Context: an optimization exercise on an open-source flow, tuned for small area and a short achievable clock period. The choices shown serve that exercise and are no tape-out recipe.
In this exercise RTL edits were held to simulation tests only and were not proved equivalent to the original.
Power figures rest on the tool's default switching activity, not on a simulated workload.

$ cat flow/flow/run.sh
#!/bin/bash
# Standard ORFS layout (the standard.sh) with three changes:
#  - port buffers use sky130_fd_sc_hd__buf_1 instead of the resizer's default choice;
#  - buffers left by synthesis are removed at floorplan (repair_design re-buffers as needed);
#  - before floorplan every combinational cell is swapped for the smallest-area cell of the
#    same function (flow/downsize.tcl); later timing/design repair upsizes where needed.
set -euo pipefail
here=$(pwd)
cat >> config.mk <<EOC
export BUFFER_PORTS_ARGS = -buffer_cell sky130_fd_sc_hd__buf_1
export REMOVE_ABC_BUFFERS = 1
export PRE_FLOORPLAN_TCL = $here/flow/downsize.tcl
EOC
bash standard.sh > standard_flow.log 2>&1
$ cat flow/constraint.sdc
create_clock -name core_clock -period 9.0 [get_ports {clk}]
set_input_delay 1.8000 -clock core_clock [delete_from_list [all_inputs] [get_ports {clk}]]
set_output_delay 1.8000 -clock core_clock [all_outputs]
set_load 0.01 [all_outputs]
$ cat flow/flow/downsize.tcl
# Replace each combinational cell with the smallest-area cell of the same function
# (same name stem, other drive strength). Registers, adders and tie cells are kept.
set n 0
set saved 0.0
foreach inst [get_cells *] {
  set cell [get_lib_cells -of_objects $inst]
  set ref [get_name $cell]
  if {![regexp {^(sky130_fd_sc_hd__[a-z0-9]+)_([0-9]+)$} $ref -> stem drive]} { continue }
  if {[regexp {__(df|dl|sdf|edf|fa|ha|conb|tap|clk|fill|decap|diode)} $stem]} { continue }
  set best $ref
  set best_area [get_property $cell area]
  foreach cand [get_lib_cells ${stem}_*] {
    set cname [get_name $cand]
    if {![regexp "^${stem}_\[0-9\]+\$" $cname]} { continue }
    set a [get_property $cand area]
    if {$a < $best_area - 1e-6} { set best $cname; set best_area $a }
  }
  if {$best ne $ref} {
    set saved [expr {$saved + [get_property $cell area] - $best_area}]
    replace_cell $inst $best
    incr n
  }
}
puts "downsize: replaced $n cells, saved [format %.1f $saved] um2"
$ cat flow/design.v
module pwl(
  input signed [13:0] x,
  input signed [13:0] x0,
  input signed [13:0] x1,
  input signed [13:0] x2,
  input signed [13:0] x3,
  input signed [13:0] x4,
  input signed [13:0] x5,
  input signed [13:0] x6,
  input signed [13:0] x7,
  input signed [13:0] x8,
  input signed [13:0] k0,
  input signed [13:0] k1,
  input signed [13:0] k2,
  input signed [13:0] k3,
  input signed [13:0] k4,
  input signed [13:0] k5,
  input signed [13:0] k6,
  input signed [13:0] k7,
  input signed [13:0] k8,
  input signed [13:0] k9,
  input signed [13:0] b0,
  input signed [13:0] b1,
  input signed [13:0] b2,
  input signed [13:0] b3,
  input signed [13:0] b4,
  input signed [13:0] b5,
  input signed [13:0] b6,
  input signed [13:0] b7,
  input signed [13:0] b8,
  input signed [13:0] b9,
  input clk,
  output reg signed [27:0] out
);
wire [8:0] ge;
wire [13:0] nx = ~x;
pwl_ge14 u_ge0(.nx(nx), .b(x0), .y(ge[0]));
pwl_ge14 u_ge1(.nx(nx), .b(x1), .y(ge[1]));
pwl_ge14 u_ge2(.nx(nx), .b(x2), .y(ge[2]));
pwl_ge14 u_ge3(.nx(nx), .b(x3), .y(ge[3]));
pwl_ge14 u_ge4(.nx(nx), .b(x4), .y(ge[4]));
pwl_ge14 u_ge5(.nx(nx), .b(x5), .y(ge[5]));
pwl_ge14 u_ge6(.nx(nx), .b(x6), .y(ge[6]));
pwl_ge14 u_ge7(.nx(nx), .b(x7), .y(ge[7]));
pwl_ge14 u_ge8(.nx(nx), .b(x8), .y(ge[8]));
wire [9:0] sel;
assign sel[0] = ~ge[8];
assign sel[1] = ge[8] & ~ge[7];
assign sel[2] = ge[7] & ~ge[6];
assign sel[3] = ge[6] & ~ge[5];
assign sel[4] = ge[5] & ~ge[4];
assign sel[5] = ge[4] & ~ge[3];
assign sel[6] = ge[3] & ~ge[2];
assign sel[7] = ge[2] & ~ge[1];
assign sel[8] = ge[1] & ~ge[0];
assign sel[9] = ge[0];
wire [27:0] kb_sel;
genvar g;
generate for (g = 0; g < 28; g = g + 1) begin : selb
  wire [9:0] d;
  if (g < 14) begin : kk
    assign d = {k9[g], k8[g], k7[g], k6[g], k5[g], k4[g], k3[g], k2[g], k1[g], k0[g]};
  end else begin : bb
    assign d = {b9[g-14], b8[g-14], b7[g-14], b6[g-14], b5[g-14], b4[g-14], b3[g-14], b2[g-14], b1[g-14], b0[g-14]};
  end
  pwl_sel10 u_sel(.s(sel), .d(d), .y(kb_sel[g]));
end endgenerate
wire [14:0] xe = {x, 1'b0};
wire [6:0] one_d, two_d, neg_d;
generate for (g = 0; g < 7; g = g + 1) begin : enc
  assign one_d[g] = xe[2*g+1] ^ xe[2*g];
  assign two_d[g] = (xe[2*g+2] & ~xe[2*g+1] & ~xe[2*g]) | (~xe[2*g+2] & xe[2*g+1] & xe[2*g]);
  assign neg_d[g] = xe[2*g+2];
end endgenerate
reg [13:0] k_r, b_r;
reg [6:0] one_r, two_r, neg_r;
always @(posedge clk) begin
  k_r <= kb_sel[13:0]; b_r <= kb_sel[27:14];
  one_r <= one_d; two_r <= two_d; neg_r <= neg_d;
end
wire pp0_0;
wire pp0_1;
wire pp0_2;
wire pp0_3;
wire pp0_4;
wire pp0_5;
wire pp0_6;
wire pp0_7;
wire pp0_8;
wire pp0_9;
wire pp0_10;
wire pp0_11;
wire pp0_12;
wire pp0_13;
wire pp0_14;
wire pp1_0;
wire pp1_1;
wire pp1_2;
wire pp1_3;
wire pp1_4;
wire pp1_5;
wire pp1_6;
wire pp1_7;
wire pp1_8;
wire pp1_9;
wire pp1_10;
wire pp1_11;
wire pp1_12;
wire pp1_13;
wire pp1_14;
wire pp2_0;
wire pp2_1;
wire pp2_2;
wire pp2_3;
wire pp2_4;
wire pp2_5;
wire pp2_6;
wire pp2_7;
wire pp2_8;
wire pp2_9;
wire pp2_10;
wire pp2_11;
wire pp2_12;
wire pp2_13;
wire pp2_14;
wire pp3_0;
wire pp3_1;
wire pp3_2;
wire pp3_3;
wire pp3_4;
wire pp3_5;
wire pp3_6;
wire pp3_7;
wire pp3_8;
wire pp3_9;
wire pp3_10;
wire pp3_11;
wire pp3_12;
wire pp3_13;
wire pp3_14;
wire pp4_0;
wire pp4_1;
wire pp4_2;
wire pp4_3;
wire pp4_4;
wire pp4_5;
wire pp4_6;
wire pp4_7;
wire pp4_8;
wire pp4_9;
wire pp4_10;
wire pp4_11;
wire pp4_12;
wire pp4_13;
wire pp4_14;
wire pp5_0;
wire pp5_1;
wire pp5_2;
wire pp5_3;
wire pp5_4;
wire pp5_5;
wire pp5_6;
wire pp5_7;
wire pp5_8;
wire pp5_9;
wire pp5_10;
wire pp5_11;
wire pp5_12;
wire pp5_13;
wire pp5_14;
wire pp6_0;
wire pp6_1;
wire pp6_2;
wire pp6_3;
wire pp6_4;
wire pp6_5;
wire pp6_6;
wire pp6_7;
wire pp6_8;
wire pp6_9;
wire pp6_10;
wire pp6_11;
wire pp6_12;
wire pp6_13;
wire pp6_14;
wire b13n;
wire n1;
wire n2;
wire n3;
wire n4;
wire n5;
wire n6;
wire n7;
wire s8, c9;
wire s10, c11;
wire s12, c13;
wire s14, c15;
wire s16, c17;
wire s18, c19;
wire s20, c21;
wire s22, c23;
wire s24, c25;
wire s26, c27;
wire s28, c29;
wire s30, c31;
wire s32, c33;
wire s34, c35;
wire s36, c37;
wire s38, c39;
wire s40, c41;
wire s42, c43;
wire s44, c45;
wire s46, c47;
wire s48, c49;
wire s50, c51;
wire s52, c53;
wire s54, c55;
wire s56, c57;
wire s58, c59;
wire s60, c61;
wire s62, c63;
wire s64, c65;
wire s66, c67;
wire s68, c69;
wire s70, c71;
wire s72, c73;
wire s74, c75;
wire s76, c77;
wire s78, c79;
wire s80, c81;
wire s82, c83;
wire s84, c85;
wire s86, c87;
wire s88, c89;
wire s90, c91;
wire s92, c93;
wire s94, c95;
wire s96, c97;
wire s98, c99;
wire s100, c101;
wire s102, c103;
wire s104, c105;
wire s106, c107;
wire s108, c109;
wire s110, c111;
wire s112, c113;
wire s114, c115;
wire s116, c117;
wire s118, c119;
wire s120, c121;
wire s122, c123;
wire s124, c125;
wire s126, c127;
wire s128, c129;
wire s130, c131;
wire s132, c133;
wire s134, c135;
wire s136, c137;
wire s138, c139;
wire s140, c141;
wire s142, c143;
wire s144, c145;
wire s146, c147;
wire s148, c149;
wire s150, c151;
wire s152, c153;
wire s154, c155;
wire s156, c157;
wire s158, c159;
wire s160, c161;
wire s162, c163;
wire s164, c165;
wire s166, c167;
wire s168, c169;
wire s170, c171;
wire s172, c173;
wire s174, c175;
wire s176, c177;
wire s178, c179;
wire s180, c181;
wire s182, c183;
wire s184, c185;
wire s186, c187;
wire s188, c189;
wire s190, c191;
wire s192, c193;
wire s194, c195;
wire s196, c197;
wire s198, c199;
wire s200, c201;
wire s202, c203;
wire s204, c205;
wire s206, c207;
wire s208, c209;
wire s210, c211;
wire s212, c213;
wire s214, c215;
wire s216, c217;
pwl_bpp0 u_pp0_0(.k1(k_r[0]), .one(one_r[0]), .neg(neg_r[0]), .y(pp0_0));
pwl_bpp u_pp0_1(.k1(k_r[1]), .k0(k_r[0]), .one(one_r[0]), .two(two_r[0]), .neg(neg_r[0]), .y(pp0_1));
pwl_bpp u_pp0_2(.k1(k_r[2]), .k0(k_r[1]), .one(one_r[0]), .two(two_r[0]), .neg(neg_r[0]), .y(pp0_2));
pwl_bpp u_pp0_3(.k1(k_r[3]), .k0(k_r[2]), .one(one_r[0]), .two(two_r[0]), .neg(neg_r[0]), .y(pp0_3));
pwl_bpp u_pp0_4(.k1(k_r[4]), .k0(k_r[3]), .one(one_r[0]), .two(two_r[0]), .neg(neg_r[0]), .y(pp0_4));
pwl_bpp u_pp0_5(.k1(k_r[5]), .k0(k_r[4]), .one(one_r[0]), .two(two_r[0]), .neg(neg_r[0]), .y(pp0_5));
pwl_bpp u_pp0_6(.k1(k_r[6]), .k0(k_r[5]), .one(one_r[0]), .two(two_r[0]), .neg(neg_r[0]), .y(pp0_6));
pwl_bpp u_pp0_7(.k1(k_r[7]), .k0(k_r[6]), .one(one_r[0]), .two(two_r[0]), .neg(neg_r[0]), .y(pp0_7));
pwl_bpp u_pp0_8(.k1(k_r[8]), .k0(k_r[7]), .one(one_r[0]), .two(two_r[0]), .neg(neg_r[0]), .y(pp0_8));
pwl_bpp u_pp0_9(.k1(k_r[9]), .k0(k_r[8]), .one(one_r[0]), .two(two_r[0]), .neg(neg_r[0]), .y(pp0_9));
pwl_bpp u_pp0_10(.k1(k_r[10]), .k0(k_r[9]), .one(one_r[0]), .two(two_r[0]), .neg(neg_r[0]), .y(pp0_10));
pwl_bpp u_pp0_11(.k1(k_r[11]), .k0(k_r[10]), .one(one_r[0]), .two(two_r[0]), .neg(neg_r[0]), .y(pp0_11));
pwl_bpp u_pp0_12(.k1(k_r[12]), .k0(k_r[11]), .one(one_r[0]), .two(two_r[0]), .neg(neg_r[0]), .y(pp0_12));
pwl_bpp u_pp0_13(.k1(k_r[13]), .k0(k_r[12]), .one(one_r[0]), .two(two_r[0]), .neg(neg_r[0]), .y(pp0_13));
pwl_bppn u_pp0_14(.k1(k_r[13]), .k0(k_r[13]), .one(one_r[0]), .two(two_r[0]), .neg(neg_r[0]), .y(pp0_14));
pwl_bpp0 u_pp1_0(.k1(k_r[0]), .one(one_r[1]), .neg(neg_r[1]), .y(pp1_0));
pwl_bpp u_pp1_1(.k1(k_r[1]), .k0(k_r[0]), .one(one_r[1]), .two(two_r[1]), .neg(neg_r[1]), .y(pp1_1));
pwl_bpp u_pp1_2(.k1(k_r[2]), .k0(k_r[1]), .one(one_r[1]), .two(two_r[1]), .neg(neg_r[1]), .y(pp1_2));
pwl_bpp u_pp1_3(.k1(k_r[3]), .k0(k_r[2]), .one(one_r[1]), .two(two_r[1]), .neg(neg_r[1]), .y(pp1_3));
pwl_bpp u_pp1_4(.k1(k_r[4]), .k0(k_r[3]), .one(one_r[1]), .two(two_r[1]), .neg(neg_r[1]), .y(pp1_4));
pwl_bpp u_pp1_5(.k1(k_r[5]), .k0(k_r[4]), .one(one_r[1]), .two(two_r[1]), .neg(neg_r[1]), .y(pp1_5));
pwl_bpp u_pp1_6(.k1(k_r[6]), .k0(k_r[5]), .one(one_r[1]), .two(two_r[1]), .neg(neg_r[1]), .y(pp1_6));
pwl_bpp u_pp1_7(.k1(k_r[7]), .k0(k_r[6]), .one(one_r[1]), .two(two_r[1]), .neg(neg_r[1]), .y(pp1_7));
pwl_bpp u_pp1_8(.k1(k_r[8]), .k0(k_r[7]), .one(one_r[1]), .two(two_r[1]), .neg(neg_r[1]), .y(pp1_8));
pwl_bpp u_pp1_9(.k1(k_r[9]), .k0(k_r[8]), .one(one_r[1]), .two(two_r[1]), .neg(neg_r[1]), .y(pp1_9));
pwl_bpp u_pp1_10(.k1(k_r[10]), .k0(k_r[9]), .one(one_r[1]), .two(two_r[1]), .neg(neg_r[1]), .y(pp1_10));
pwl_bpp u_pp1_11(.k1(k_r[11]), .k0(k_r[10]), .one(one_r[1]), .two(two_r[1]), .neg(neg_r[1]), .y(pp1_11));
pwl_bpp u_pp1_12(.k1(k_r[12]), .k0(k_r[11]), .one(one_r[1]), .two(two_r[1]), .neg(neg_r[1]), .y(pp1_12));
pwl_bpp u_pp1_13(.k1(k_r[13]), .k0(k_r[12]), .one(one_r[1]), .two(two_r[1]), .neg(neg_r[1]), .y(pp1_13));
pwl_bppn u_pp1_14(.k1(k_r[13]), .k0(k_r[13]), .one(one_r[1]), .two(two_r[1]), .neg(neg_r[1]), .y(pp1_14));
pwl_bpp0 u_pp2_0(.k1(k_r[0]), .one(one_r[2]), .neg(neg_r[2]), .y(pp2_0));
pwl_bpp u_pp2_1(.k1(k_r[1]), .k0(k_r[0]), .one(one_r[2]), .two(two_r[2]), .neg(neg_r[2]), .y(pp2_1));
pwl_bpp u_pp2_2(.k1(k_r[2]), .k0(k_r[1]), .one(one_r[2]), .two(two_r[2]), .neg(neg_r[2]), .y(pp2_2));
pwl_bpp u_pp2_3(.k1(k_r[3]), .k0(k_r[2]), .one(one_r[2]), .two(two_r[2]), .neg(neg_r[2]), .y(pp2_3));
pwl_bpp u_pp2_4(.k1(k_r[4]), .k0(k_r[3]), .one(one_r[2]), .two(two_r[2]), .neg(neg_r[2]), .y(pp2_4));
pwl_bpp u_pp2_5(.k1(k_r[5]), .k0(k_r[4]), .one(one_r[2]), .two(two_r[2]), .neg(neg_r[2]), .y(pp2_5));
pwl_bpp u_pp2_6(.k1(k_r[6]), .k0(k_r[5]), .one(one_r[2]), .two(two_r[2]), .neg(neg_r[2]), .y(pp2_6));
pwl_bpp u_pp2_7(.k1(k_r[7]), .k0(k_r[6]), .one(one_r[2]), .two(two_r[2]), .neg(neg_r[2]), .y(pp2_7));
pwl_bpp u_pp2_8(.k1(k_r[8]), .k0(k_r[7]), .one(one_r[2]), .two(two_r[2]), .neg(neg_r[2]), .y(pp2_8));
pwl_bpp u_pp2_9(.k1(k_r[9]), .k0(k_r[8]), .one(one_r[2]), .two(two_r[2]), .neg(neg_r[2]), .y(pp2_9));
pwl_bpp u_pp2_10(.k1(k_r[10]), .k0(k_r[9]), .one(one_r[2]), .two(two_r[2]), .neg(neg_r[2]), .y(pp2_10));
pwl_bpp u_pp2_11(.k1(k_r[11]), .k0(k_r[10]), .one(one_r[2]), .two(two_r[2]), .neg(neg_r[2]), .y(pp2_11));
pwl_bpp u_pp2_12(.k1(k_r[12]), .k0(k_r[11]), .one(one_r[2]), .two(two_r[2]), .neg(neg_r[2]), .y(pp2_12));
pwl_bpp u_pp2_13(.k1(k_r[13]), .k0(k_r[12]), .one(one_r[2]), .two(two_r[2]), .neg(neg_r[2]), .y(pp2_13));
pwl_bppn u_pp2_14(.k1(k_r[13]), .k0(k_r[13]), .one(one_r[2]), .two(two_r[2]), .neg(neg_r[2]), .y(pp2_14));
pwl_bpp0 u_pp3_0(.k1(k_r[0]), .one(one_r[3]), .neg(neg_r[3]), .y(pp3_0));
pwl_bpp u_pp3_1(.k1(k_r[1]), .k0(k_r[0]), .one(one_r[3]), .two(two_r[3]), .neg(neg_r[3]), .y(pp3_1));
pwl_bpp u_pp3_2(.k1(k_r[2]), .k0(k_r[1]), .one(one_r[3]), .two(two_r[3]), .neg(neg_r[3]), .y(pp3_2));
pwl_bpp u_pp3_3(.k1(k_r[3]), .k0(k_r[2]), .one(one_r[3]), .two(two_r[3]), .neg(neg_r[3]), .y(pp3_3));
pwl_bpp u_pp3_4(.k1(k_r[4]), .k0(k_r[3]), .one(one_r[3]), .two(two_r[3]), .neg(neg_r[3]), .y(pp3_4));
pwl_bpp u_pp3_5(.k1(k_r[5]), .k0(k_r[4]), .one(one_r[3]), .two(two_r[3]), .neg(neg_r[3]), .y(pp3_5));
pwl_bpp u_pp3_6(.k1(k_r[6]), .k0(k_r[5]), .one(one_r[3]), .two(two_r[3]), .neg(neg_r[3]), .y(pp3_6));
pwl_bpp u_pp3_7(.k1(k_r[7]), .k0(k_r[6]), .one(one_r[3]), .two(two_r[3]), .neg(neg_r[3]), .y(pp3_7));
pwl_bpp u_pp3_8(.k1(k_r[8]), .k0(k_r[7]), .one(one_r[3]), .two(two_r[3]), .neg(neg_r[3]), .y(pp3_8));
pwl_bpp u_pp3_9(.k1(k_r[9]), .k0(k_r[8]), .one(one_r[3]), .two(two_r[3]), .neg(neg_r[3]), .y(pp3_9));
pwl_bpp u_pp3_10(.k1(k_r[10]), .k0(k_r[9]), .one(one_r[3]), .two(two_r[3]), .neg(neg_r[3]), .y(pp3_10));
pwl_bpp u_pp3_11(.k1(k_r[11]), .k0(k_r[10]), .one(one_r[3]), .two(two_r[3]), .neg(neg_r[3]), .y(pp3_11));
pwl_bpp u_pp3_12(.k1(k_r[12]), .k0(k_r[11]), .one(one_r[3]), .two(two_r[3]), .neg(neg_r[3]), .y(pp3_12));
pwl_bpp u_pp3_13(.k1(k_r[13]), .k0(k_r[12]), .one(one_r[3]), .two(two_r[3]), .neg(neg_r[3]), .y(pp3_13));
pwl_bppn u_pp3_14(.k1(k_r[13]), .k0(k_r[13]), .one(one_r[3]), .two(two_r[3]), .neg(neg_r[3]), .y(pp3_14));
pwl_bpp0 u_pp4_0(.k1(k_r[0]), .one(one_r[4]), .neg(neg_r[4]), .y(pp4_0));
pwl_bpp u_pp4_1(.k1(k_r[1]), .k0(k_r[0]), .one(one_r[4]), .two(two_r[4]), .neg(neg_r[4]), .y(pp4_1));
pwl_bpp u_pp4_2(.k1(k_r[2]), .k0(k_r[1]), .one(one_r[4]), .two(two_r[4]), .neg(neg_r[4]), .y(pp4_2));
pwl_bpp u_pp4_3(.k1(k_r[3]), .k0(k_r[2]), .one(one_r[4]), .two(two_r[4]), .neg(neg_r[4]), .y(pp4_3));
pwl_bpp u_pp4_4(.k1(k_r[4]), .k0(k_r[3]), .one(one_r[4]), .two(two_r[4]), .neg(neg_r[4]), .y(pp4_4));
pwl_bpp u_pp4_5(.k1(k_r[5]), .k0(k_r[4]), .one(one_r[4]), .two(two_r[4]), .neg(neg_r[4]), .y(pp4_5));
pwl_bpp u_pp4_6(.k1(k_r[6]), .k0(k_r[5]), .one(one_r[4]), .two(two_r[4]), .neg(neg_r[4]), .y(pp4_6));
pwl_bpp u_pp4_7(.k1(k_r[7]), .k0(k_r[6]), .one(one_r[4]), .two(two_r[4]), .neg(neg_r[4]), .y(pp4_7));
pwl_bpp u_pp4_8(.k1(k_r[8]), .k0(k_r[7]), .one(one_r[4]), .two(two_r[4]), .neg(neg_r[4]), .y(pp4_8));
pwl_bpp u_pp4_9(.k1(k_r[9]), .k0(k_r[8]), .one(one_r[4]), .two(two_r[4]), .neg(neg_r[4]), .y(pp4_9));
pwl_bpp u_pp4_10(.k1(k_r[10]), .k0(k_r[9]), .one(one_r[4]), .two(two_r[4]), .neg(neg_r[4]), .y(pp4_10));
pwl_bpp u_pp4_11(.k1(k_r[11]), .k0(k_r[10]), .one(one_r[4]), .two(two_r[4]), .neg(neg_r[4]), .y(pp4_11));
pwl_bpp u_pp4_12(.k1(k_r[12]), .k0(k_r[11]), .one(one_r[4]), .two(two_r[4]), .neg(neg_r[4]), .y(pp4_12));
pwl_bpp u_pp4_13(.k1(k_r[13]), .k0(k_r[12]), .one(one_r[4]), .two(two_r[4]), .neg(neg_r[4]), .y(pp4_13));
pwl_bppn u_pp4_14(.k1(k_r[13]), .k0(k_r[13]), .one(one_r[4]), .two(two_r[4]), .neg(neg_r[4]), .y(pp4_14));
pwl_bpp0 u_pp5_0(.k1(k_r[0]), .one(one_r[5]), .neg(neg_r[5]), .y(pp5_0));
pwl_bpp u_pp5_1(.k1(k_r[1]), .k0(k_r[0]), .one(one_r[5]), .two(two_r[5]), .neg(neg_r[5]), .y(pp5_1));
pwl_bpp u_pp5_2(.k1(k_r[2]), .k0(k_r[1]), .one(one_r[5]), .two(two_r[5]), .neg(neg_r[5]), .y(pp5_2));
pwl_bpp u_pp5_3(.k1(k_r[3]), .k0(k_r[2]), .one(one_r[5]), .two(two_r[5]), .neg(neg_r[5]), .y(pp5_3));
pwl_bpp u_pp5_4(.k1(k_r[4]), .k0(k_r[3]), .one(one_r[5]), .two(two_r[5]), .neg(neg_r[5]), .y(pp5_4));
pwl_bpp u_pp5_5(.k1(k_r[5]), .k0(k_r[4]), .one(one_r[5]), .two(two_r[5]), .neg(neg_r[5]), .y(pp5_5));
pwl_bpp u_pp5_6(.k1(k_r[6]), .k0(k_r[5]), .one(one_r[5]), .two(two_r[5]), .neg(neg_r[5]), .y(pp5_6));
pwl_bpp u_pp5_7(.k1(k_r[7]), .k0(k_r[6]), .one(one_r[5]), .two(two_r[5]), .neg(neg_r[5]), .y(pp5_7));
pwl_bpp u_pp5_8(.k1(k_r[8]), .k0(k_r[7]), .one(one_r[5]), .two(two_r[5]), .neg(neg_r[5]), .y(pp5_8));
pwl_bpp u_pp5_9(.k1(k_r[9]), .k0(k_r[8]), .one(one_r[5]), .two(two_r[5]), .neg(neg_r[5]), .y(pp5_9));
pwl_bpp u_pp5_10(.k1(k_r[10]), .k0(k_r[9]), .one(one_r[5]), .two(two_r[5]), .neg(neg_r[5]), .y(pp5_10));
pwl_bpp u_pp5_11(.k1(k_r[11]), .k0(k_r[10]), .one(one_r[5]), .two(two_r[5]), .neg(neg_r[5]), .y(pp5_11));
pwl_bpp u_pp5_12(.k1(k_r[12]), .k0(k_r[11]), .one(one_r[5]), .two(two_r[5]), .neg(neg_r[5]), .y(pp5_12));
pwl_bpp u_pp5_13(.k1(k_r[13]), .k0(k_r[12]), .one(one_r[5]), .two(two_r[5]), .neg(neg_r[5]), .y(pp5_13));
pwl_bppn u_pp5_14(.k1(k_r[13]), .k0(k_r[13]), .one(one_r[5]), .two(two_r[5]), .neg(neg_r[5]), .y(pp5_14));
pwl_bpp0 u_pp6_0(.k1(k_r[0]), .one(one_r[6]), .neg(neg_r[6]), .y(pp6_0));
pwl_bpp u_pp6_1(.k1(k_r[1]), .k0(k_r[0]), .one(one_r[6]), .two(two_r[6]), .neg(neg_r[6]), .y(pp6_1));
pwl_bpp u_pp6_2(.k1(k_r[2]), .k0(k_r[1]), .one(one_r[6]), .two(two_r[6]), .neg(neg_r[6]), .y(pp6_2));
pwl_bpp u_pp6_3(.k1(k_r[3]), .k0(k_r[2]), .one(one_r[6]), .two(two_r[6]), .neg(neg_r[6]), .y(pp6_3));
pwl_bpp u_pp6_4(.k1(k_r[4]), .k0(k_r[3]), .one(one_r[6]), .two(two_r[6]), .neg(neg_r[6]), .y(pp6_4));
pwl_bpp u_pp6_5(.k1(k_r[5]), .k0(k_r[4]), .one(one_r[6]), .two(two_r[6]), .neg(neg_r[6]), .y(pp6_5));
pwl_bpp u_pp6_6(.k1(k_r[6]), .k0(k_r[5]), .one(one_r[6]), .two(two_r[6]), .neg(neg_r[6]), .y(pp6_6));
pwl_bpp u_pp6_7(.k1(k_r[7]), .k0(k_r[6]), .one(one_r[6]), .two(two_r[6]), .neg(neg_r[6]), .y(pp6_7));
pwl_bpp u_pp6_8(.k1(k_r[8]), .k0(k_r[7]), .one(one_r[6]), .two(two_r[6]), .neg(neg_r[6]), .y(pp6_8));
pwl_bpp u_pp6_9(.k1(k_r[9]), .k0(k_r[8]), .one(one_r[6]), .two(two_r[6]), .neg(neg_r[6]), .y(pp6_9));
pwl_bpp u_pp6_10(.k1(k_r[10]), .k0(k_r[9]), .one(one_r[6]), .two(two_r[6]), .neg(neg_r[6]), .y(pp6_10));
pwl_bpp u_pp6_11(.k1(k_r[11]), .k0(k_r[10]), .one(one_r[6]), .two(two_r[6]), .neg(neg_r[6]), .y(pp6_11));
pwl_bpp u_pp6_12(.k1(k_r[12]), .k0(k_r[11]), .one(one_r[6]), .two(two_r[6]), .neg(neg_r[6]), .y(pp6_12));
pwl_bpp u_pp6_13(.k1(k_r[13]), .k0(k_r[12]), .one(one_r[6]), .two(two_r[6]), .neg(neg_r[6]), .y(pp6_13));
pwl_bppn u_pp6_14(.k1(k_r[13]), .k0(k_r[13]), .one(one_r[6]), .two(two_r[6]), .neg(neg_r[6]), .y(pp6_14));
assign b13n = ~b_r[13];
assign n1 = ~b13n;
assign n2 = ~pp6_3;
assign n3 = ~pp6_5;
assign n4 = ~pp6_7;
assign n5 = ~pp6_9;
assign n6 = ~pp6_11;
assign n7 = ~pp6_13;
pwl_ha u_s8(.a(pp0_8), .b(pp1_6), .s(s8), .co(c9));
pwl_ha u_s10(.a(pp0_9), .b(pp1_7), .s(s10), .co(c11));
pwl_fa u_s12(.a(pp0_10), .b(pp1_8), .c(pp2_6), .s(s12), .co(c13));
pwl_ha u_s14(.a(pp3_4), .b(pp4_2), .s(s14), .co(c15));
pwl_fa u_s16(.a(pp0_11), .b(pp1_9), .c(pp2_7), .s(s16), .co(c17));
pwl_ha u_s18(.a(pp3_5), .b(pp4_3), .s(s18), .co(c19));
pwl_fa u_s20(.a(pp0_12), .b(pp1_10), .c(pp2_8), .s(s20), .co(c21));
pwl_fa u_s22(.a(pp3_6), .b(pp4_4), .c(pp5_2), .s(s22), .co(c23));
pwl_ha u_s24(.a(pp6_0), .b(neg_r[6]), .s(s24), .co(c25));
pwl_fa u_s26(.a(pp0_13), .b(pp1_11), .c(pp2_9), .s(s26), .co(c27));
pwl_fa u_s28(.a(pp3_7), .b(pp4_5), .c(pp5_3), .s(s28), .co(c29));
pwl_ha u_s30(.a(pp6_1), .b(n1), .s(s30), .co(c31));
pwl_fa u_s32(.a(pp0_14), .b(pp1_12), .c(pp2_10), .s(s32), .co(c33));
pwl_fa u_s34(.a(pp3_8), .b(pp4_6), .c(pp5_4), .s(s34), .co(c35));
pwl_ha u_s36(.a(pp6_2), .b(b13n), .s(s36), .co(c37));
pwl_fa u_s38(.a(pp1_13), .b(pp2_11), .c(pp3_9), .s(s38), .co(c39));
pwl_ha u_s40(.a(pp4_7), .b(pp5_5), .s(s40), .co(c41));
pwl_fa u_s42(.a(pp1_14), .b(pp2_12), .c(pp3_10), .s(s42), .co(c43));
pwl_ha u_s44(.a(pp4_8), .b(pp5_6), .s(s44), .co(c45));
pwl_ha u_s46(.a(pp2_13), .b(pp3_11), .s(s46), .co(c47));
pwl_ha u_s48(.a(pp2_14), .b(pp3_12), .s(s48), .co(c49));
pwl_ha u_s50(.a(pp0_4), .b(pp1_2), .s(s50), .co(c51));
pwl_ha u_s52(.a(pp0_5), .b(pp1_3), .s(s52), .co(c53));
pwl_fa u_s54(.a(pp0_6), .b(pp1_4), .c(pp2_2), .s(s54), .co(c55));
pwl_ha u_s56(.a(pp3_0), .b(neg_r[3]), .s(s56), .co(c57));
pwl_fa u_s58(.a(pp0_7), .b(pp1_5), .c(pp2_3), .s(s58), .co(c59));
pwl_ha u_s60(.a(pp3_1), .b(b_r[7]), .s(s60), .co(c61));
pwl_fa u_s62(.a(s8), .b(pp2_4), .c(pp3_2), .s(s62), .co(c63));
pwl_fa u_s64(.a(pp4_0), .b(neg_r[4]), .c(b_r[8]), .s(s64), .co(c65));
pwl_fa u_s66(.a(c9), .b(s10), .c(pp2_5), .s(s66), .co(c67));
pwl_fa u_s68(.a(pp3_3), .b(pp4_1), .c(b_r[9]), .s(s68), .co(c69));
pwl_fa u_s70(.a(c11), .b(s12), .c(s14), .s(s70), .co(c71));
pwl_fa u_s72(.a(pp5_0), .b(neg_r[5]), .c(b_r[10]), .s(s72), .co(c73));
pwl_fa u_s74(.a(c13), .b(c15), .c(s16), .s(s74), .co(c75));
pwl_fa u_s76(.a(s18), .b(pp5_1), .c(b_r[11]), .s(s76), .co(c77));
pwl_fa u_s78(.a(c17), .b(c19), .c(s20), .s(s78), .co(c79));
pwl_fa u_s80(.a(s22), .b(s24), .c(b_r[12]), .s(s80), .co(c81));
pwl_fa u_s82(.a(c21), .b(c23), .c(c25), .s(s82), .co(c83));
pwl_fa u_s84(.a(s26), .b(s28), .c(s30), .s(s84), .co(c85));
pwl_fa u_s86(.a(c27), .b(c29), .c(c31), .s(s86), .co(c87));
pwl_fa u_s88(.a(s32), .b(s34), .c(s36), .s(s88), .co(c89));
pwl_fa u_s90(.a(c33), .b(c35), .c(c37), .s(s90), .co(c91));
pwl_fa u_s92(.a(s38), .b(s40), .c(n2), .s(s92), .co(c93));
pwl_fa u_s94(.a(c39), .b(c41), .c(s42), .s(s94), .co(c95));
pwl_fa u_s96(.a(s44), .b(pp6_4), .c(pp6_3), .s(s96), .co(c97));
pwl_fa u_s98(.a(c43), .b(c45), .c(s46), .s(s98), .co(c99));
pwl_fa u_s100(.a(pp4_9), .b(pp5_7), .c(n3), .s(s100), .co(c101));
pwl_fa u_s102(.a(c47), .b(s48), .c(pp4_10), .s(s102), .co(c103));
pwl_fa u_s104(.a(pp5_8), .b(pp6_6), .c(pp6_5), .s(s104), .co(c105));
pwl_fa u_s106(.a(c49), .b(pp3_13), .c(pp4_11), .s(s106), .co(c107));
pwl_ha u_s108(.a(pp5_9), .b(n4), .s(s108), .co(c109));
pwl_fa u_s110(.a(pp3_14), .b(pp4_12), .c(pp5_10), .s(s110), .co(c111));
pwl_ha u_s112(.a(pp6_8), .b(pp6_7), .s(s112), .co(c113));
pwl_ha u_s114(.a(pp4_13), .b(pp5_11), .s(s114), .co(c115));
pwl_ha u_s116(.a(pp4_14), .b(pp5_12), .s(s116), .co(c117));
pwl_ha u_s118(.a(pp0_2), .b(pp1_0), .s(s118), .co(c119));
pwl_ha u_s120(.a(pp0_3), .b(pp1_1), .s(s120), .co(c121));
pwl_fa u_s122(.a(s50), .b(pp2_0), .c(neg_r[2]), .s(s122), .co(c123));
pwl_fa u_s124(.a(c51), .b(s52), .c(pp2_1), .s(s124), .co(c125));
pwl_fa u_s126(.a(c53), .b(s54), .c(s56), .s(s126), .co(c127));
pwl_fa u_s128(.a(c55), .b(c57), .c(s58), .s(s128), .co(c129));
pwl_fa u_s130(.a(c59), .b(c61), .c(s62), .s(s130), .co(c131));
pwl_fa u_s132(.a(c63), .b(c65), .c(s66), .s(s132), .co(c133));
pwl_fa u_s134(.a(c67), .b(c69), .c(s70), .s(s134), .co(c135));
pwl_fa u_s136(.a(c71), .b(c73), .c(s74), .s(s136), .co(c137));
pwl_fa u_s138(.a(c75), .b(c77), .c(s78), .s(s138), .co(c139));
pwl_fa u_s140(.a(c79), .b(c81), .c(s82), .s(s140), .co(c141));
pwl_fa u_s142(.a(c83), .b(c85), .c(s86), .s(s142), .co(c143));
pwl_fa u_s144(.a(c87), .b(c89), .c(s90), .s(s144), .co(c145));
pwl_fa u_s146(.a(c91), .b(c93), .c(s94), .s(s146), .co(c147));
pwl_fa u_s148(.a(c95), .b(c97), .c(s98), .s(s148), .co(c149));
pwl_fa u_s150(.a(c99), .b(c101), .c(s102), .s(s150), .co(c151));
pwl_fa u_s152(.a(c103), .b(c105), .c(s106), .s(s152), .co(c153));
pwl_fa u_s154(.a(c107), .b(c109), .c(s110), .s(s154), .co(c155));
pwl_fa u_s156(.a(c111), .b(c113), .c(s114), .s(s156), .co(c157));
pwl_fa u_s158(.a(c115), .b(s116), .c(pp6_10), .s(s158), .co(c159));
pwl_ha u_s160(.a(c117), .b(pp5_13), .s(s160), .co(c161));
pwl_ha u_s162(.a(pp5_14), .b(pp6_12), .s(s162), .co(c163));
pwl_ha u_s164(.a(pp0_0), .b(neg_r[0]), .s(s164), .co(c165));
pwl_ha u_s166(.a(pp0_1), .b(b_r[1]), .s(s166), .co(c167));
pwl_fa u_s168(.a(s118), .b(neg_r[1]), .c(b_r[2]), .s(s168), .co(c169));
pwl_fa u_s170(.a(c119), .b(s120), .c(b_r[3]), .s(s170), .co(c171));
pwl_fa u_s172(.a(c121), .b(s122), .c(b_r[4]), .s(s172), .co(c173));
pwl_fa u_s174(.a(c123), .b(s124), .c(b_r[5]), .s(s174), .co(c175));
pwl_fa u_s176(.a(c125), .b(s126), .c(b_r[6]), .s(s176), .co(c177));
pwl_fa u_s178(.a(c127), .b(s128), .c(s60), .s(s178), .co(c179));
pwl_fa u_s180(.a(c129), .b(s130), .c(s64), .s(s180), .co(c181));
pwl_fa u_s182(.a(c131), .b(s132), .c(s68), .s(s182), .co(c183));
pwl_fa u_s184(.a(c133), .b(s134), .c(s72), .s(s184), .co(c185));
pwl_fa u_s186(.a(c135), .b(s136), .c(s76), .s(s186), .co(c187));
pwl_fa u_s188(.a(c137), .b(s138), .c(s80), .s(s188), .co(c189));
pwl_fa u_s190(.a(c139), .b(s140), .c(s84), .s(s190), .co(c191));
pwl_fa u_s192(.a(c141), .b(s142), .c(s88), .s(s192), .co(c193));
pwl_fa u_s194(.a(c143), .b(s144), .c(s92), .s(s194), .co(c195));
pwl_fa u_s196(.a(c145), .b(s146), .c(s96), .s(s196), .co(c197));
pwl_fa u_s198(.a(c147), .b(s148), .c(s100), .s(s198), .co(c199));
pwl_fa u_s200(.a(c149), .b(s150), .c(s104), .s(s200), .co(c201));
pwl_fa u_s202(.a(c151), .b(s152), .c(s108), .s(s202), .co(c203));
pwl_fa u_s204(.a(c153), .b(s154), .c(s112), .s(s204), .co(c205));
pwl_fa u_s206(.a(c155), .b(s156), .c(n5), .s(s206), .co(c207));
pwl_fa u_s208(.a(c157), .b(s158), .c(pp6_9), .s(s208), .co(c209));
pwl_fa u_s210(.a(c159), .b(s160), .c(n6), .s(s210), .co(c211));
pwl_fa u_s212(.a(c161), .b(s162), .c(pp6_11), .s(s212), .co(c213));
pwl_ha u_s214(.a(c163), .b(n7), .s(s214), .co(c215));
pwl_ha u_s216(.a(pp6_14), .b(pp6_13), .s(s216), .co(c217));
reg [54:0] r2;
always @(posedge clk) r2 <= {c217, s216, c215, s214, c213, s212, c211, s210, c209, s208, c207, s206, c205, s204, c203, s202, c201, s200, c199, s198, c197, s196, c195, s194, c193, s192, c191, s190, c189, s188, c187, s186, c185, s184, c183, s182, c181, s180, c179, s178, c177, s176, c175, s174, c173, s172, c171, s170, c169, s168, c167, s166, c165, b_r[0], s164};
wire cs218, cc219;
pwl_ha u_cs218(.a(r2[0]), .b(r2[1]), .s(cs218), .co(cc219));
wire cs220, cc221;
pwl_fa u_cs220(.a(r2[2]), .b(r2[3]), .c(cc219), .s(cs220), .co(cc221));
wire cs222, cc223;
pwl_fa u_cs222(.a(r2[4]), .b(r2[5]), .c(cc221), .s(cs222), .co(cc223));
wire cs224, cc225;
pwl_fa u_cs224(.a(r2[6]), .b(r2[7]), .c(cc223), .s(cs224), .co(cc225));
wire cs226, cc227;
pwl_fa u_cs226(.a(r2[8]), .b(r2[9]), .c(cc225), .s(cs226), .co(cc227));
wire cs228, cc229;
pwl_ha u_cs228(.a(r2[10]), .b(r2[11]), .s(cs228), .co(cc229));
wire cs230, cc231;
pwl_fa u_cs230(.a(r2[12]), .b(r2[13]), .c(cc229), .s(cs230), .co(cc231));
wire cs232, cc233;
pwl_fa u_cs232(.a(r2[14]), .b(r2[15]), .c(cc231), .s(cs232), .co(cc233));
wire cs234, cc235;
pwl_fa u_cs234(.a(r2[16]), .b(r2[17]), .c(cc233), .s(cs234), .co(cc235));
wire cs236, cc237;
pwl_fa u_cs236(.a(r2[18]), .b(r2[19]), .c(cc235), .s(cs236), .co(cc237));
wire cs238, cc239;
pwl_fa u_cs238(.a(r2[20]), .b(r2[21]), .c(cc237), .s(cs238), .co(cc239));
wire cin240 = cc227;
wire cin241 = cc239 | ((cs228 & cs230 & cs232 & cs234 & cs236 & cs238) & cin240);
wire cs242, cc243;
pwl_ha u_cs242(.a(r2[22]), .b(r2[23]), .s(cs242), .co(cc243));
wire cs244, cc245;
pwl_fa u_cs244(.a(r2[24]), .b(r2[25]), .c(cc243), .s(cs244), .co(cc245));
wire cs246, cc247;
pwl_fa u_cs246(.a(r2[26]), .b(r2[27]), .c(cc245), .s(cs246), .co(cc247));
wire cs248, cc249;
pwl_fa u_cs248(.a(r2[28]), .b(r2[29]), .c(cc247), .s(cs248), .co(cc249));
wire cs250, cc251;
pwl_fa u_cs250(.a(r2[30]), .b(r2[31]), .c(cc249), .s(cs250), .co(cc251));
wire cs252, cc253;
pwl_fa u_cs252(.a(r2[32]), .b(r2[33]), .c(cc251), .s(cs252), .co(cc253));
wire cin254 = cin241;
wire cin255 = cc253 | ((cs242 & cs244 & cs246 & cs248 & cs250 & cs252) & cin254);
wire cs256, cc257;
pwl_ha u_cs256(.a(r2[34]), .b(r2[35]), .s(cs256), .co(cc257));
wire cs258, cc259;
pwl_fa u_cs258(.a(r2[36]), .b(r2[37]), .c(cc257), .s(cs258), .co(cc259));
wire cs260, cc261;
pwl_fa u_cs260(.a(r2[38]), .b(r2[39]), .c(cc259), .s(cs260), .co(cc261));
wire cs262, cc263;
pwl_fa u_cs262(.a(r2[40]), .b(r2[41]), .c(cc261), .s(cs262), .co(cc263));
wire cs264, cc265;
pwl_fa u_cs264(.a(r2[42]), .b(r2[43]), .c(cc263), .s(cs264), .co(cc265));
wire cs266, cc267;
pwl_fa u_cs266(.a(r2[44]), .b(r2[45]), .c(cc265), .s(cs266), .co(cc267));
wire cin268 = cin255;
wire cin269 = cc267 | ((cs256 & cs258 & cs260 & cs262 & cs264 & cs266) & cin268);
wire cs270, cc271;
pwl_ha u_cs270(.a(r2[46]), .b(r2[47]), .s(cs270), .co(cc271));
wire cs272, cc273;
pwl_fa u_cs272(.a(r2[48]), .b(r2[49]), .c(cc271), .s(cs272), .co(cc273));
wire cs274, cc275;
pwl_fa u_cs274(.a(r2[50]), .b(r2[51]), .c(cc273), .s(cs274), .co(cc275));
wire cs276, cc277;
pwl_fa u_cs276(.a(r2[52]), .b(r2[53]), .c(cc275), .s(cs276), .co(cc277));
wire cs278;
assign cs278 = ~(r2[54] ^ cc277);
wire cin280 = cin269;
wire cin281 = 1'b0 | ((cs270 & cs272 & cs274 & cs276 & cs278) & cin280);
wire [27:0] res = {(cs278 ^ (cin280 & cs270 & cs272 & cs274 & cs276)), (cs276 ^ (cin280 & cs270 & cs272 & cs274)), (cs274 ^ (cin280 & cs270 & cs272)), (cs272 ^ (cin280 & cs270)), (cs270 ^ (cin280)), (cs266 ^ (cin268 & cs256 & cs258 & cs260 & cs262 & cs264)), (cs264 ^ (cin268 & cs256 & cs258 & cs260 & cs262)), (cs262 ^ (cin268 & cs256 & cs258 & cs260)), (cs260 ^ (cin268 & cs256 & cs258)), (cs258 ^ (cin268 & cs256)), (cs256 ^ (cin268)), (cs252 ^ (cin254 & cs242 & cs244 & cs246 & cs248 & cs250)), (cs250 ^ (cin254 & cs242 & cs244 & cs246 & cs248)), (cs248 ^ (cin254 & cs242 & cs244 & cs246)), (cs246 ^ (cin254 & cs242 & cs244)), (cs244 ^ (cin254 & cs242)), (cs242 ^ (cin254)), (cs238 ^ (cin240 & cs228 & cs230 & cs232 & cs234 & cs236)), (cs236 ^ (cin240 & cs228 & cs230 & cs232 & cs234)), (cs234 ^ (cin240 & cs228 & cs230 & cs232)), (cs232 ^ (cin240 & cs228 & cs230)), (cs230 ^ (cin240 & cs228)), (cs228 ^ (cin240)), cs226, cs224, cs222, cs220, cs218};
always @(posedge clk) out <= res;
endmodule
module pwl_ge14(input [13:0] nx, input [13:0] b, output y);
  wire [13:0] g, p;
  assign g[12:0] = ~(nx[12:0] | b[12:0]);
  assign p[12:0] = ~(nx[12:0] & b[12:0]);
  assign g[13] = nx[13] & b[13];
  assign p[13] = nx[13] | b[13];
  wire g10 = g[1] | (p[1] & p[0]);
  wire g32 = g[3] | (p[3] & g[2]);  wire p32 = p[3] & p[2];
  wire g54 = g[5] | (p[5] & g[4]);  wire p54 = p[5] & p[4];
  wire g76 = g[7] | (p[7] & g[6]);  wire p76 = p[7] & p[6];
  wire g98 = g[9] | (p[9] & g[8]);  wire p98 = p[9] & p[8];
  wire gba = g[11] | (p[11] & g[10]); wire pba = p[11] & p[10];
  wire gdc = g[13] | (p[13] & g[12]); wire pdc = p[13] & p[12];
  wire g3_0 = g32 | (p32 & g10);
  wire g7_4 = g76 | (p76 & g54); wire p7_4 = p76 & p54;
  wire gb_8 = gba | (pba & g98); wire pb_8 = pba & p98;
  wire g7_0 = g7_4 | (p7_4 & g3_0);
  wire gd_8 = gdc | (pdc & gb_8); wire pd_8 = pdc & pb_8;
  assign y = gd_8 | (pd_8 & g7_0);
endmodule
module pwl_sel10(input [9:0] s, input [9:0] d, output y);
  assign y = |(s & d);
endmodule
module pwl_bpp(input k1, input k0, input one, input two, input neg, output y);
  assign y = ((one & k1) | (two & k0)) ^ neg;
endmodule
module pwl_bpp0(input k1, input one, input neg, output y);
  assign y = (one & k1) ^ neg;
endmodule
module pwl_bppn(input k1, input k0, input one, input two, input neg, output y);
  assign y = ~(((one & k1) | (two & k0)) ^ neg);
endmodule
module pwl_fa(input a, input b, input c, output s, output co);
  assign s = a ^ b ^ c;
  assign co = (a & b) | (a & c) | (b & c);
endmodule
module pwl_ha(input a, input b, output s, output co);
  assign s = a ^ b;
  assign co = a & b;
endmodule
module pwl_ha1(input a, input b, output s, output co);
  assign s = ~(a ^ b);
  assign co = a | b;
endmodule
module pwl_ha_nn(input a, input b, output s, output co);
  assign s = a ^ b;
  assign co = ~(a | b);
endmodule
module pwl_ha_pn(input a, input b, output s, output co);
  assign s = a ^ b;
  assign co = a & ~b;
endmodule
$ cat flow/standard.sh
#!/bin/bash
# synth_recipe.tcl (not shown) runs the flow's synth.tcl, then flattens the netlist and writes it again
# the make line also repeats each setting of config.mk as NAME=value (left out here)
make -C /OpenROAD-flow-scripts/flow DESIGN_CONFIG=/design/flow/config.mk WORK_HOME=/design/flow/orfs CLKGATE_MAP_FILE= SYNTH_SCRIPT=/design/flow/synth_recipe.tcl "${@:-finish}"
$ cat flow/config.mk
export PLATFORM = sky130hd
export DESIGN_NAME = pwl
export DESIGN_NICKNAME = pwl
export VERILOG_FILES = /design/flow/design.v
export SDC_FILE = /design/flow/constraint.sdc
export NUM_CORES = 4
export LEC_CHECK = 0
export CAP_MARGIN = 20
export CORE_MARGIN = 2
export CORE_UTILIZATION = 40
export CTS_BUF_LIST = sky130_fd_sc_hd__clkbuf_4 sky130_fd_sc_hd__clkbuf_8
export SETUP_SLACK_MARGIN = 5
export SLEW_MARGIN = 20
export SYNTH_HIERARCHICAL = 1
export BUFFER_PORTS_ARGS = -buffer_cell sky130_fd_sc_hd__buf_1
export REMOVE_ABC_BUFFERS = 1
export PRE_FLOORPLAN_TCL = /design/flow/flow/downsize.tcl
==> summary.txt, run 1 <==
CTS
  – Later-pin clock latency in the skew report: 0.47 ns
  – CTS Buffer Depth: 2
  – Clock slew at reported path FFs: 0.09 ns
  – Total clock buffers created by CTS: 17
  – Clk root buf: clkbuf_8
  – Post-CTS Hold Buffers: 0
  – H-tree levels: 4
  – CTS tree: yes
  – Clock sinks: 132

Power
  – Internal power: 0.00230 W
  – PD cells: 304 mW/mm²
  – Switching Share: 44.2%
  – Net Switching: 0.00183 W
  – Clock power frac: 12.5%
  – Logic pwr share: 61.3%
  – Leakage Power: 4.82 nW
  – Reg power frac: 26.1%
  – VDD IR max: 228 µV

Min path
  – Hold Crit Class: flop to flop
  – Hold Startpoint: b_r[0]
  – Hold depth: 0
  – Hold path endpoint: r2[1]

Placement
  – Routability-driven placement congestion ratio: 1.10
  – HPWL Detailed: 39.3 mm
  – Port bufs: 448

Worst setup path
  – Maximum fanout along the worst path: 20
  – CP max stage delay: 0.42 ns
  – Crit path kind: input pin to flop
  – Top cell by count, worst path: buf_4
  – Startpoint types: input pin
  – RR Startpoint: r2[10]
  – CP required: 9.34 ns
  – Critical Path AT: 4.30 ns
  – FF-to-FF path depth: 15
  – CP cell instances: buf_1 > clkinvlp_4 > buf_4 > buf_4 > a22oi_1 > a211oi_1 > nor2_1 > o21a_1 > nor2b_4 > buf_4 > a22oi_1 > nand4_1
  – Slowest-stage cell, CP: a22oi_1
  – CP endpoint kind: flop
  – R2R Path End: out[27]
  – Reg2Reg Setup Slack: 5.09 ns

Finish
  – Register Area: 0.00264 mm²
  – Nets@finish: 2118
  – Commonest non-fill, non-tap cell in the layout: buf_1
  – Ratio of cells with drive above 1 in the final layout: 9.94%
  – Most frequent cells in the layout: 441 x buf_1, 209 x a22oi_1, 131 x dfxtp_1, 99 x xnor2_1, 89 x fa_1
  – Core Util, Final: 53.8%
  – Area of the multi-input gates: 0.00780 mm²
  – # fillers: 2401

Timing
  – Setup_tns: 0 ns
  – Final setup viols: 0
  – Actual slew at the worst max-slew pin: 1.10 ns
  – Post-layout min period: 3.97 ns
  – Skew final: 0.0199 ns
  – Tcrit/Tclk final: 44.1%
  – Fin. max-slew vios: 0
  – Fin. Hold Viols: 0
  – Unrepaired setup endpoints after global routing: yes
  – Max frequency: 252 MHz
  – Slew margin rel.: 26.5%

Floorplan
  – Die ar.: 0.0272 mm²
  – Std cell rows: 58
  – Die H: 165 µm
  – Initial core utilization: 40.9%
  – Die Span X: 165 µm
  – Core box area: 0.0253 mm²
  – Io pins: 449

GRT
  – Initial antenna violation count: 4
  – First-pass GRT wire length: 69.9 mm
  – Total global-route track usage: 35.5%
  – Grt ovf: 0
  – Largest net degree at the start of global routing: 30
  – Vias in the first global route: 10934

Yosys
  – Mapped Cells: 1014
  – Synthesis Warnings: 7

Detailed routing
  – Drt first-iter violations: 1699
  – # DRC: 0
  – Detailed Routing Iterations Pass 1: 7
  – Per-cell routed wire length: 26.3 µm
  – Via-per-instance ratio: 6.28
  – Post-route antenna net violation count: 0
  – Via count: 11879
  – Final WL: 49.7 mm

Outcome
  – Outcome: no timing/DRC/antenna violations

Run
  – Max Cap Violations: 0
## worst max-delay path: cells and delay by family
kind / cells / cell delay (ns)
simple gates: 3 / 0.46
compound gates: 4 / 0.99
buf+inv: 5 / 1.02
## how the worst max path moves through the flow
stage | slack, ns | endpoint | startpoint | depth (start not counted)
global placement | 4.21 | k_r[6] | x[10] | 12
CTS | 4.94 | out[27] | r2[34] | 15
global route | 4.94 | out[27] | r2[10] | 15
finish | 5.03 | b_r[1] | x[2] | 12
floorplan | 4.43 | b_r[0] | x[10] | 8
detailed placement | 4.12 | b_r[10] | x[10] | 12
## through the flow
stage | cell area (µm²) | total power, W | cells | worst slack, ns | hold slack [ns]
after floorplan | 10300 | 0.00249 | 1014 | 4.43 | 0.310
after global placement | 12600 | 0.00334 | 1805 | 4.21 | 0.318
after detailed placement | 12600 | 0.00340 | 1805 | 4.12 | 0.319
after CTS | 13300 | 0.00400 | 1869 | 4.94 | 0.336
after global routing | 13600 | 0.00451 | 1892 | 4.94 | 0.342
final | 13600 | 0.00413 | 1893 | 5.03 | 0.337
## metal layers
layer,up-vias,track usage (%),share of wire [%]
met5,-,1.70,0.14
met3,154,10.2,11
met4,4,10.1,3.1
met2,834,52.3,44
met1,5779,50.3,42
li1,5108,-,-
## timing repair
item,4_1_cts,5_1_grt
setup endpoints to repair,33,32
cloned,5,3
pin swaps,8,14
setup buffers,27,17
resized for setup,35,38
## power groups by stage
stage               clock network, W  logic [W]  registers (W)
global route                0.000559    0.00284        0.00111
global placement                   0    0.00225        0.00108
floorplan                          0    0.00143        0.00106
finish                      0.000518    0.00253        0.00108
CTS                         0.000531    0.00239        0.00108
detailed placement                 0    0.00231        0.00109
## flip-flops by register name (all words and copies together) (netlist names)
| name | cells |
|---|---|
| two_r | 7 |
| out | 28 |
| one_r | 7 |
| neg_r | 7 |
| r2 | 55 |
| k_r | 14 |
| b_r | 14 |
## area by class of cell
type,count,area share [%]
timing repair buffer,505,15.7
antenna,4,0.0736
multi-input combinational,858,57.3
tap,330,3.04
clock buffer,17,1.72
clock inverter,15,1.21
timing repair inverter,8,0.405
inverter,24,1.02
sequential,132,19.4
==> run 2: changes to the inputs <==
--- a/flow/design.v
+++ b/flow/design.v
@@ -605,5 +605,13 @@
 endmodule
 module pwl_sel10(input [9:0] s, input [9:0] d, output y);
-  assign y = |(s & d);
+  wire n0, n1, n2, n3;
+  pwl_aoi222 u0(.s(s[2:0]), .d(d[2:0]), .yn(n0));
+  pwl_aoi222 u1(.s(s[5:3]), .d(d[5:3]), .yn(n1));
+  pwl_aoi222 u2(.s(s[8:6]), .d(d[8:6]), .yn(n2));
+  assign n3 = ~(s[9] & d[9]);
+  assign y = ~(n0 & n1 & n2 & n3);
+endmodule
+module pwl_aoi222(input [2:0] s, input [2:0] d, output yn);
+  assign yn = ~((s[0] & d[0]) | (s[1] & d[1]) | (s[2] & d[2]));
 endmodule
 module pwl_bpp(input k1, input k0, input one, input two, input neg, output y);
==> run 2 against run 1 <==
Compared with the run above:
- still clean on timing, DRC and antenna
- flip-flop and latch count unchanged
- cell area decreased by 1.5%
- cell count decreased by 1.4%
- non-clock buffer count down 1
- core utilization fell by 0.35 points
- count of clock-buffer cells in the layout grew 1
- worst hold slack better by 0.0012 ns
- synthesized cell count is 2.8% lower
- total power down 3.5%
- largest cell class unchanged
- highest routed layer is now met4
==> summary.txt, run 2 <==
Finish
  – Most frequent cells in the layout: 440 x buf_1, 129 x dfxtp_1, 125 x a22oi_1, 99 x xnor2_1, 93 x a222oi_1
  – Largest registers: r2 x55, out x28
  – Register with the most flip-flops: r2
  – Design area: 0.0134 mm² (-1.5%)
  – Number of flip-flops in the largest register: 55 (unchanged)
  – # fillers: 2431 (+1.2%)
  – Core Util, Final: 53.5% (-0.35 points)
  – Nets@finish: 2088 (-1.4%)
  – Non-filler cells, final: 1867 (-1.4%)
  – Commonest non-fill, non-tap cell in the layout: buf_1
  – Ratio of cells with drive above 1 in the final layout: 10.3% (+0.39 points)

Detailed routing
  – Final WL: 47.0 mm (-5.5%)
  – Via-per-instance ratio: 6.20 (-1.2%)
  – Detailed Routing Iterations Pass 1: 10 (+3)
  – Drt first-iter violations: 1823 (+7.3%)
  – Per-cell routed wire length: 25.2 µm (-4.2%)
  – Via count: 11581 (-2.5%)
  – Post-route antenna net violation count: 0 (unchanged)
  – # DRC: 0 (unchanged)

Worst setup path
  – Crit path kind: flop to flop
  – CP max stage delay: 0.49 ns (+0.07 ns)
  – CP required: 9.34 ns (about the same)
  – CP top delay family: adder cells
  – Startpoint types: flop
  – Slowest-stage cell, CP: fa_1
  – CP endpoint kind: flop
  – Maximum fanout along the worst path: 2 (-90%)
  – CP cell instances: ha_4 > fa_2 > fa_2 > fa_2 > fa_2 > fa_1 > nand4_1 > buf_4 > nor2_2 > a31o_1 > ha_2 > ha_4 > ha_4 > ha_4 > xor2_2 > xnor2_1
  – Critical Path AT: 4.39 ns (+0.09 ns)
  – CP bufs+invs: 1 (-4)

Floorplan
  – Die H: 163 µm (-0.83%)
  – Die Span X: 163 µm (-0.83%)
  – Initial core utilization: 40.6% (-0.34 points)
  – Io pins: 449 (unchanged)
  – Std cell rows: 58 (unchanged)
  – Core box area: 0.0250 mm² (-0.86%)
  – Die ar.: 0.0267 mm² (-1.7%)

Timing
  – Slew margin rel.: 29.8% (+3.4 points)
  – Skew final: 0.0166 ns (-0.00332 ns)
  – Fin. Hold Viols: 0 (unchanged)
  – Tcrit/Tclk final: 44.9% (+0.85 points)
  – Unrepaired setup endpoints after global routing: yes
  – Post-layout min period: 4.04 ns (+0.0761 ns)
  – Actual slew at the worst max-slew pin: 1.05 ns (-0.0502 ns)
  – Max frequency: 247 MHz (-1.9%)
  – Setup_tns: 0 ns (unchanged)
  – Fin. max-slew vios: 0 (unchanged)
  – Final setup viols: 0 (unchanged)

Placement
  – Placed cell area: 0.0124 mm² (-1.3%)
  – Port bufs: 448 (unchanged)
  – Routability-driven placement congestion ratio: 1.01 (-7.9%)
  – HPWL Detailed: 36.6 mm (-6.8%)
  – Cells after DPL: 1778 (-1.5%)

CTS
  – Clock slew at reported path FFs: 0.09 ns (about the same)
  – Clk root buf: clkbuf_8
  – Total clock buffers created by CTS: 17 (unchanged)
  – Post-CTS Hold Buffers: 0 (unchanged)
  – Later-pin clock latency in the skew report: 0.45 ns (-0.02 ns)
  – Clock sinks: 132 (unchanged)
  – CTS tree: yes
  – H-tree levels: 4 (unchanged)
  – CTS Buffer Depth: 2 (unchanged)

Power
  – Leakage Power: 4.74 nW (-1.7%)
  – Total power: 0.00398 W (-3.5%)
  – PD cells: 297 mW/mm² (-2.1%)
  – VDD IR max: 198 µV (-13%)

GRT
  – Grt ovf: 0 (unchanged)
  – Initial antenna violation count: 5 (+1)
  – Largest net degree at the start of global routing: 38 (+27%)
  – First-pass GRT wire length: 67.0 mm (-4.3%)
  – Total global-route track usage: 34.1% (-1.4 points)
  – Vias in the first global route: 10849 (-0.78%)

Min path
  – Hold Crit Class: flop to flop

Yosys
  – Mapped Cells: 986 (-2.8%)
  – Synthesis Warnings: 7 (unchanged)

Outcome
  – Outcome: no timing/DRC/antenna violations

Run
  – Max Cap Violations: 0 (unchanged)
run 2: changes by cell type in the layout (fill, tap and decap cells not counted), sizes merged, moves of 4 or more:
cell    before  now
inv         20   16
diode        4    8
a22o        28    0
nand2       51   79
a222oi       9   93
clkinv       1    5
a22oi      209  125
a221oi      28    0
run 2: worst paths after layout:
kind / to / depth (start not counted) / startpoint / slack, ns
hold reg to reg: r2[1] / 0 / b_r[0] / 0.34
setup reg to reg: out[27] / 16 / r2[34] / 4.96
hold / removal: r2[1] / 0 / b_r[0] / 0.34
setup / recovery: out[27] / 16 / r2[34] / 4.96
run 2: metal layers:
layer	routed length (µm)	vias up	global-route usage, %	part of all wire [%]
met5	0	-	0	0
met4	1920	0	13.0	4.1
li1	-	5060	-	-
met1	19300	5602	47.1	41
met3	5130	152	8.89	11
met2	20600	767	51.0	44
run 2: final cells by class:
type | count | area [µm²] | share of cell area, %
multi-input combinational | 830 | 7600 | 56.8
timing repair inverter | 7 | 42.5 | 0.318
sequential | 132 | 2650 | 19.8
timing repair buffer | 504 | 2160 | 16.1
tap | 330 | 413 | 3.08
antenna | 8 | 20.0 | 0.150
clock buffer | 18 | 241 | 1.80
clock inverter | 14 | 130 | 0.972
inverter | 24 | 134 | 1.00
run 2: per-stage QoR:
stage / hold WS, ns / worst slack (ns)
4_1_cts: 0.341 / 4.96
6_report: 0.338 / 4.96
3_5_place_dp: 0.319 / 4.25
5_1_grt: 0.359 / 4.83
2_1_floorplan: 0.310 / 4.35
3_3_place_gp: 0.320 / 4.22
run 2: what timing repair did:
action / 4_1_cts / 5_1_grt
resized for setup: 30 / 45
gates cloned: 4 / 4
setup endpoints to repair: 33 / 31
setup buffers: 16 / 25
pin swaps: 9 / 19
run 2: where the power goes:
part	internal [W]	switching [W]
logic	0.00113	0.00128
clock network	0.000223	0.000259
registers	0.000877	0.000208
==> run 3: changes to the inputs <==
==> flow/flow/run.sh (replaced) <==
#!/bin/bash
# Standard ORFS layout (the standard.sh) with these changes:
#  - port buffers use sky130_fd_sc_hd__buf_1 instead of the resizer's default choice;
#  - buffers left by synthesis are removed at floorplan (repair_design re-buffers as needed);
#  - before floorplan every combinational cell is swapped for the smallest-area cell of the
#    same function (flow/downsize.tcl); later timing/design repair upsizes where needed;
#  - clock tree synthesis adds no dummy loads.
set -euo pipefail
here=$(pwd)
cat >> config.mk <<EOC
export BUFFER_PORTS_ARGS = -buffer_cell sky130_fd_sc_hd__buf_1
export REMOVE_ABC_BUFFERS = 1
export CTS_ARGS = -sink_clustering_enable -repair_clock_nets -dont_use_dummy_load -buf_list "sky130_fd_sc_hd__clkbuf_4 sky130_fd_sc_hd__clkbuf_8"
export PRE_FLOORPLAN_TCL = $here/flow/downsize.tcl
EOC
bash standard.sh > standard_flow.log 2>&1
--- a/flow/config.mk
+++ b/flow/config.mk
@@ -15,3 +15,4 @@
 export BUFFER_PORTS_ARGS = -buffer_cell sky130_fd_sc_hd__buf_1
 export REMOVE_ABC_BUFFERS = 1
+export CTS_ARGS = -sink_clustering_enable -repair_clock_nets -dont_use_dummy_load -buf_list "sky130_fd_sc_hd__clkbuf_4 sky130_fd_sc_hd__clkbuf_8"
 export PRE_FLOORPLAN_TCL = /design/flow/flow/downsize.tcl
==> run 3 against run 2 <==
Compared with the run above:
- cell area fell by 1.2%
- sequential power barely moved
- register-to-register slack barely moved
- still clean
- wire length fell by 0.70%
- worst setup slack improved by 0.0036 ns
- critical path depth fell by 6
- worst hold slack barely moved
==> summary.txt, run 3 <==
Detailed routing
  – Per-cell routed wire length: 25.3 µm (+0.37%)
  – Via count: 11506 (-0.65%)
  – Via-per-instance ratio: 6.23 (+0.43%)
  – Detailed Routing Iterations Pass 1: 8 (-2)
  – Drt first-iter violations: 1770 (-2.9%)
  – # DRC: 0 (unchanged)
  – Final WL: 46.7 mm (-0.70%)
  – Post-route antenna net violation count: 0 (unchanged)

CTS
  – Clk root buf: clkbuf_8
  – Post-CTS Hold Buffers: 0 (unchanged)
  – Clock sinks: 132 (unchanged)
  – Total clock buffers created by CTS: 17 (unchanged)
  – Later-pin clock latency in the skew report: 0.45 ns (about the same)
  – CTS tree: yes
  – CTS Buffer Depth: 2 (unchanged)
  – Clock slew at reported path FFs: 0.09 ns (about the same)
  – H-tree levels: 4 (unchanged)

Timing
  – Setup WS post-layout: 4.96 ns (+0.00361 ns)
  – Fin. max-slew vios: 0 (unchanged)
  – Skew final: 0.0250 ns (+0.00843 ns)
  – Tcrit/Tclk final: 44.9% (about the same)
  – Fin. Hold Viols: 0 (unchanged)
  – Actual slew at the worst max-slew pin: 1.05 ns (+0.00372 ns)
  – Setup_tns: 0 ns (unchanged)
  – Slew margin rel.: 29.6% (-0.25 points)
  – Unrepaired setup endpoints after global routing: yes
  – Post-layout min period: 4.04 ns (-0.00361 ns)
  – Max frequency: 248 MHz (about the same)
  – Final hold slack: 0.338 ns (-0.000275 ns)
  – Final setup viols: 0 (unchanged)

Placement
  – Port bufs: 448 (unchanged)
  – Post-place setup slack: 4.25 ns (unchanged)
  – HPWL Detailed: 36.6 mm (unchanged)
  – Routability-driven placement congestion ratio: 1.01 (unchanged)

Worst setup path
  – Critical Path AT: 4.33 ns (-0.06 ns)
  – CP cell instances: buf_1 > clkinvlp_4 > a22oi_1 > a211oi_1 > nor2_1 > o21a_1 > nor2b_2 > buf_4 > a222oi_1 > nand4_1
  – Crit path kind: input pin to flop
  – CP endpoint kind: flop
  – Crit path from: x[2]
  – RR Startpoint: r2[34]
  – Startpoint types: input pin
  – Slowest-stage cell, CP: a222oi_1
  – CP required: 9.29 ns (-0.05 ns)
  – CP max stage delay: 0.58 ns (+0.09 ns)
  – Maximum fanout along the worst path: 28 (+26)

Power
  – Total power: 0.00391 W (-1.7%)
  – Switching Share: 43.8% (-0.17 points)
  – Clock power frac: 9.5% (-2.6 points)
  – PD cells: 296 mW/mm² (-0.53%)
  – Net Switching: 0.00171 W (-2.1%)
  – Internal power: 0.00220 W (-1.4%)
  – Logic pwr share: 62.7% (+2.1 points)
  – Leakage Power: 4.63 nW (-2.2%)
  – Reg power frac: 27.7% (+0.5 points)
  – VDD IR max: 206 µV (+4.0%)

Floorplan
  – Std cell rows: 58 (unchanged)
  – Die Span X: 163 µm (unchanged)
  – Initial core utilization: 40.6% (unchanged)
  – Die ar.: 0.0267 mm² (unchanged)
  – Die H: 163 µm (unchanged)
  – Io pins: 449 (unchanged)
  – Core box area: 0.0250 mm² (unchanged)

GRT
  – Grt ovf: 0 (unchanged)
  – Vias in the first global route: 10802 (-0.43%)
  – Largest net degree at the start of global routing: 38 (unchanged)
  – Initial antenna violation count: 4 (-1)
  – Total global-route track usage: 34.0% (-0.063 points)
  – First-pass GRT wire length: 66.7 mm (-0.32%)

Min path
  – Hold Startpoint: b_r[0]
  – Hold Crit Class: flop to flop

Finish
  – Register with the most flip-flops: r2
  – Nets@finish: 2083 (-0.24%)
  – Largest registers: r2 x55, out x28
  – # fillers: 2434 (+0.12%)
  – Area of the multi-input gates: 0.00763 mm² (+0.40%)
  – Commonest non-fill, non-tap cell in the layout: buf_1
  – Most frequent cells in the layout: 439 x buf_1, 129 x dfxtp_1, 125 x a22oi_1, 99 x xnor2_1, 93 x a222oi_1
  – Register Area: 0.00265 mm² (unchanged)
  – Ratio of cells with drive above 1 in the final layout: 9.34% (-0.99 points)
  – Number of flip-flops in the largest register: 55 (unchanged)
  – Core Util, Final: 52.8% (-0.65 points)

Run
  – Max Cap Violations: 0 (unchanged)

Yosys
  – Synthesis Warnings: 7 (unchanged)
  – Mapped Cells: 986 (unchanged)

Outcome
  – Outcome: no timing/DRC/antenna violations
==> run 3: repair_timing <==
action                                  CTS  global route
gates resized for setup                  29            54
buffers inserted                         17            18
pin swaps                                 8            34
endpoints found under the setup margin   33            31
cloned                                    5             4
==> run 3: power groups by stage <==
stage	sequential [W]	combinational (W)	clock, W
floorplan	0.00106	0.00142	0
global placement	0.00109	0.00221	0
detailed placement	0.00109	0.00225	0
CTS	0.00108	0.00232	0.000384
global route	0.00111	0.00277	0.000410
finish	0.00109	0.00246	0.000373
==> run 3: worst max-delay path: cells and delay by family <==
| family | cells | cell delay, ns |
|---|---|---|
| simple gates | 3 | 0.42 |
| compound gates | 4 | 1.19 |
| buf+inv | 3 | 0.91 |
==> run 3: worst paths after layout <==
| path | end | slack (ns) | depth (start not counted) |
|---|---|---|---|
| worst max-delay path | k_r[9] | 4.96 | 10 |
| worst min-delay path | r2[1] | 0.34 | 0 |
| worst max register to register | out[27] | 4.97 | 16 |
| worst min register to register | r2[1] | 0.34 | 0 |
==> run 3: metal layers <==
layer,track usage (%),up-vias,part of all wire (%)
li1,-,5035,-
met1,47.0,5583,41
met2,51.1,764,44
met3,8.96,124,11
met4,12.3,0,3.7
met5,0,-,0
==> run 3: final cells by class <==
type	count	share of cell area, %
timing repair inverter	9	0.473
multi-input combinational	830	57.7
antenna	8	0.151
timing repair buffer	497	15.8
inverter	24	0.993
clock buffer	17	1.77
sequential	132	20.0
tap	330	3.12
==> run 3: through the flow <==
stage / std cells / cell area (µm²)
floorplan: 986 / 10200
global placement: 1778 / 12400
detailed placement: 1778 / 12400
CTS: 1817 / 12900
global route: 1842 / 13200
finish: 1847 / 13200

Re-timed with assumed drivers on the ports (clkbuf_16 on the clock, buf_2 on other inputs), run 3 has 4.968 ns of setup slack against 4.960 ns with ideal ports, and 4.494 ns once port delays also move by the mid clock arrival of 0.484 ns.
